Background: an optimization exercise with open tools, aiming at small area, a short achievable clock period and few clock cycles per item. Do not read the settings as production practice. Function was checked by simulation only, so behaviour that the tests miss may differ from the original. Power and IR drop assume default switching activity.

==> inputs of build 16 <==
Design data_mover_bram, start of the top module:
module data_mover_bram
#(
	parameter CNT_BIT = 31,
	parameter DWIDTH = 32,
	parameter AWIDTH = 12,
	parameter MEM_SIZE = 3481,
	parameter IN_DATA_WITDH = 32  
)
(
    input 				clk,
    input 				reset_n,
	input 				i_run,
	input  [CNT_BIT-1:0]	i_num_cnt,
	output   			o_idle,
	output   			o_read,
	output   			o_write,
	output  			o_done,
	output[AWIDTH-1:0] 	addr_b0,
	output 				ce_b0,
	output 				we_b0,
	input [DWIDTH-1:0]  q_b0,
	output[DWIDTH-1:0] 	d_b0,
	output[AWIDTH-1:0] 	addr_b1,
	output 				ce_b1,
	output 				we_b1,
	input [DWIDTH-1:0]  q_b1,
	output[DWIDTH-1:0] 	d_b1,
	output[AWIDTH-1:0] 	addr_b2,
	output 				ce_b2,
	output 				we_b2,
	input [DWIDTH-1:0]  q_b2,
	output[DWIDTH-1:0] 	d_b2,
	output[AWIDTH-1:0] 	addr_b3,
	output 				ce_b3,
	output 				we_b3,
	input [DWIDTH-1:0]  q_b3,
	output[DWIDTH-1:0] 	d_b3,
	output[AWIDTH-1:0] 	addr_b4,
	output 				ce_b4,
	output 				we_b4,
	input [DWIDTH-1:0]  q_b4,
	output[DWIDTH-1:0] 	d_b4,
	output[AWIDTH-1:0] 	addr_b5,
	output 				ce_b5,
	output 				we_b5,
	input [DWIDTH-1:0]  q_b5,
	output[DWIDTH-1:0] 	d_b5,
	output[AWIDTH-1:0] 	addr_b6,
	output 				ce_b6,
	output 				we_b6,
	input [DWIDTH-1:0]  q_b6,
	output[DWIDTH-1:0] 	d_b6,
	output[AWIDTH-1:0] 	addr_b7,
	output 				ce_b7,
	output 				we_b7,
	input [DWIDTH-1:0]  q_b7,
	output[DWIDTH-1:0] 	d_b7,
	output[AWIDTH-1:0] 	addr_b8,
	output 				ce_b8,
	output 				we_b8,
	input [DWIDTH-1:0]  q_b8,
	output[DWIDTH-1:0] 	d_b8,
	output[AWIDTH-1:0] 	addr_b9,
	output 				ce_b9,
	output 				we_b9,
	input [DWIDTH-1:0]  q_b9,
	output[DWIDTH-1:0] 	d_b9,
	output[AWIDTH-1:0] 	addr_b10,
	output 				ce_b10,
	output 				we_b10,
	input [DWIDTH-1:0]  q_b10,
	output[DWIDTH-1:0] 	d_b10,
	output[AWIDTH-1:0] 	addr_b11,
	output 				ce_b11,
	output 				we_b11,
	input [DWIDTH-1:0]  q_b11,
	output[DWIDTH-1:0] 	d_b11,
	output[AWIDTH-1:0] 	addr_b12,
	output 				ce_b12,
	output 				we_b12,
	input [DWIDTH-1:0]  q_b12,
	output[DWIDTH-1:0] 	d_b12,
	output[AWIDTH-1:0] 	addr_b13,
	output 				ce_b13,
	output 				we_b13,
	input [DWIDTH-1:0]  q_b13,
	output[DWIDTH-1:0] 	d_b13,
	output[AWIDTH-1:0] 	addr_b14,
	output 				ce_b14,
	output 				we_b14,
	input [DWIDTH-1:0]  q_b14,
	output[DWIDTH-1:0] 	d_b14,
	output[AWIDTH-1:0] 	addr_b15,
	output 				ce_b15,
	output 				we_b15,
	input [DWIDTH-1:0]  q_b15,
	output[DWIDTH-1:0] 	d_b15,
	output[AWIDTH-1:0] 	addr_b16,
	output 				ce_b16,
	output 				we_b16,
	input [DWIDTH-1:0]  q_b16,
	output[DWIDTH-1:0] 	d_b16,
	output[DWIDTH-1:0]  result_0,
	output[DWIDTH-1:0]  result_1,
	output[DWIDTH-1:0]  result_2,
	output[DWIDTH-1:0]  result_3,
	output[DWIDTH-1:0]  result_4,
	output[DWIDTH-1:0]  result_5,
	output[DWIDTH-1:0]  result_6,
	output[DWIDTH-1:0]  result_7,
	output[DWIDTH-1:0]  result_8,
	output[DWIDTH-1:0]  result_9,
	output[DWIDTH-1:0]  result_10,
	output[DWIDTH-1:0]  result_11,
	output[DWIDTH-1:0]  result_12,
	output[DWIDTH-1:0]  result_13,
	output[DWIDTH-1:0]  result_14,
	output[DWIDTH-1:0]  result_15
    );
clock: 10.0 ns
lec_check: 0
cap_margin: 30
core_margin: 2
core_utilization: 45
cts_cluster_diameter: 80
cts_cluster_size: 24
setup_slack_margin: 5
slew_margin: 30
synth_hierarchical: 1
run.sh (not shown) runs the stock make flow with config.mk's settings and CLKGATE_MAP_FILE= SYNTH_SCRIPT=/design/flow/synth_recipe.tcl, a recipe that flattens the netlist after the stock synthesis.
==> inputs of trial 51, as changes to build 16 <==
- CAP_MARGIN: 30 -> 20
- CORE_UTILIZATION: 45 -> 50
- SLEW_MARGIN: 30 -> 20
==> inputs of build 37, as changes to build 16 <==
==> flow/flow/run.sh (new file) <==
#!/bin/bash
set -euo pipefail
export BUFFER_PORTS_ARGS="-buffer_cell sky130_fd_sc_hd__buf_1"
export MAX_REPAIR_ANTENNAS_ITER_DRT=15
bash standard.sh finish > make.log 2>&1
==> flow/standard.sh (new file) <==
#!/bin/bash
# synth_recipe.tcl (not shown) runs the flow's synth.tcl, then flattens the netlist and writes it again
# the make line also repeats each setting of config.mk as NAME=value (left out here)
make -C /OpenROAD-flow-scripts/flow DESIGN_CONFIG=/design/flow/config.mk WORK_HOME=/design/flow/orfs CLKGATE_MAP_FILE= SYNTH_SCRIPT=/design/flow/synth_recipe.tcl "${@:-finish}"
- CAP_MARGIN: 30 -> 20
- CORE_UTILIZATION: 45 -> 50
- SLEW_MARGIN: 30 -> 20
removed: flow/run.sh
==> inputs of build 81, as changes to build 16 <==
- CAP_MARGIN: 30 -> 40
- CORE_UTILIZATION: 45 -> 60
- SLEW_MARGIN: 30 -> 40
==> summary.txt <==
                                                      build 81           build 37           build 16                    trial 51
Run status                            timing/DRC/antenna clean  timing/DRC/antenna clean  timing/DRC/antenna clean  complete, but fails checks
Layout check failures                                        -                  -                  -          antenna violations
Number of global-route vias before repair                 194k               192k               193k                        193k
Last element of the critical path                 result_2[12]  u_mreg_3.o_m3[17]  u_lane_2.r0_r[31]           u_mreg_7.o_m3[29]
Worst slew slack as a fraction of its limit              34.8%              18.6%              27.6%                       21.0%
Final RePlAce weighted congestion                        0.968              0.965              0.939                       0.947
Worst Slack Setup Final                                5.55 ns            5.38 ns            5.44 ns                     5.45 ns
Detailed placer's ending HPWL                           655 mm             671 mm             690 mm                      674 mm
Height of the die                                  650 microns        712 microns        750 microns                 712 microns
Placement Cell Area                               263000 sq um       256000 sq um       266000 sq um                265000 sq um
Net total in the final layout                            27.3k              27.3k              27.3k                       27.3k
Fillers                                                  33.8k              44.8k              50.3k                       43.8k
Initial antenna violation count                            238                264                267                         235
Hold Startpoint                                         fst[0]             fst[1]            n_r[31]                      lst[3]
Vias per cell                                             7.00               6.61               6.50                        6.61
Maximum clock skew at final layout                   0.0640 ns          0.0793 ns          0.0695 ns                   0.0757 ns
Worst setup slack for register-to-register paths       5.73 ns            5.38 ns            5.44 ns                     5.45 ns
Ant diodes                                                 296                308                356                         255
Routed length on met2                                   402 mm             428 mm             426 mm                      428 mm
Sequential group share of total power                    19.2%              19.2%              19.1%                       19.0%
Total detailed-routing wirelength                       936 mm             954 mm             982 mm                      957 mm
Switching share of total power                           47.3%              47.7%              47.1%                       47.0%
Critical path data arrival time                        2.45 ns            5.52 ns            5.43 ns                     5.42 ns
Worst-skew pair later-pin latency                      1.04 ns            1.03 ns            1.04 ns                     0.99 ns
Met2 Use GR                                              63.0%              55.6%              49.9%                       55.9%
Final hold slack                                      0.355 ns           0.356 ns           0.353 ns                    0.358 ns
Die footprint                                     422000 sq um       506000 sq um       562000 sq um                506000 sq um
Testbench counts of build 16, summed over its fixed seeds: cycles 51,412, items 50,068.
Testbench counts of trial 51, summed over its fixed seeds: cycles 51,412, items 50,068.
Testbench counts of build 37, summed over its fixed seeds: cycles 51,412, items 50,068.
Testbench counts of build 81, summed over its fixed seeds: cycles 51,412, items 50,068.

==> re-timing with driven ports <==
The results above use ideal ports. As a check the final layouts listed here were re-extracted and re-timed, cells and wires unchanged. Step 1, drivers: a clkbuf_16 drives clk and a buf_2 each remaining input, both assumed. Step 2 times the ports against the registers' clock, not the clock port: input delays grow and output delays shrink by t, the midpoint of the rising clock arrivals with the driver on. Three values: no drivers, after step 1, after step 2; two values: the first two.
run | shift t [ns] | setup WS [ns] | worst register clock-pin slew, ns
build 16 | 1.137 | 5.438 / 5.438 / 5.068 | 0.10 / 0.10
trial 51 | 1.095 | 5.445 / 5.445 / 5.011 | 0.10 / 0.10
build 37 | 1.130 | 5.382 / 5.382 / 5.382 | 0.10 / 0.10
build 81 | 1.138 | 5.546 / 5.412 / 5.062 | 0.11 / 0.11
For build 81, which loses most, drivers alone change the setup slack by -0.134 ns; drivers and shift together by -0.484 ns.
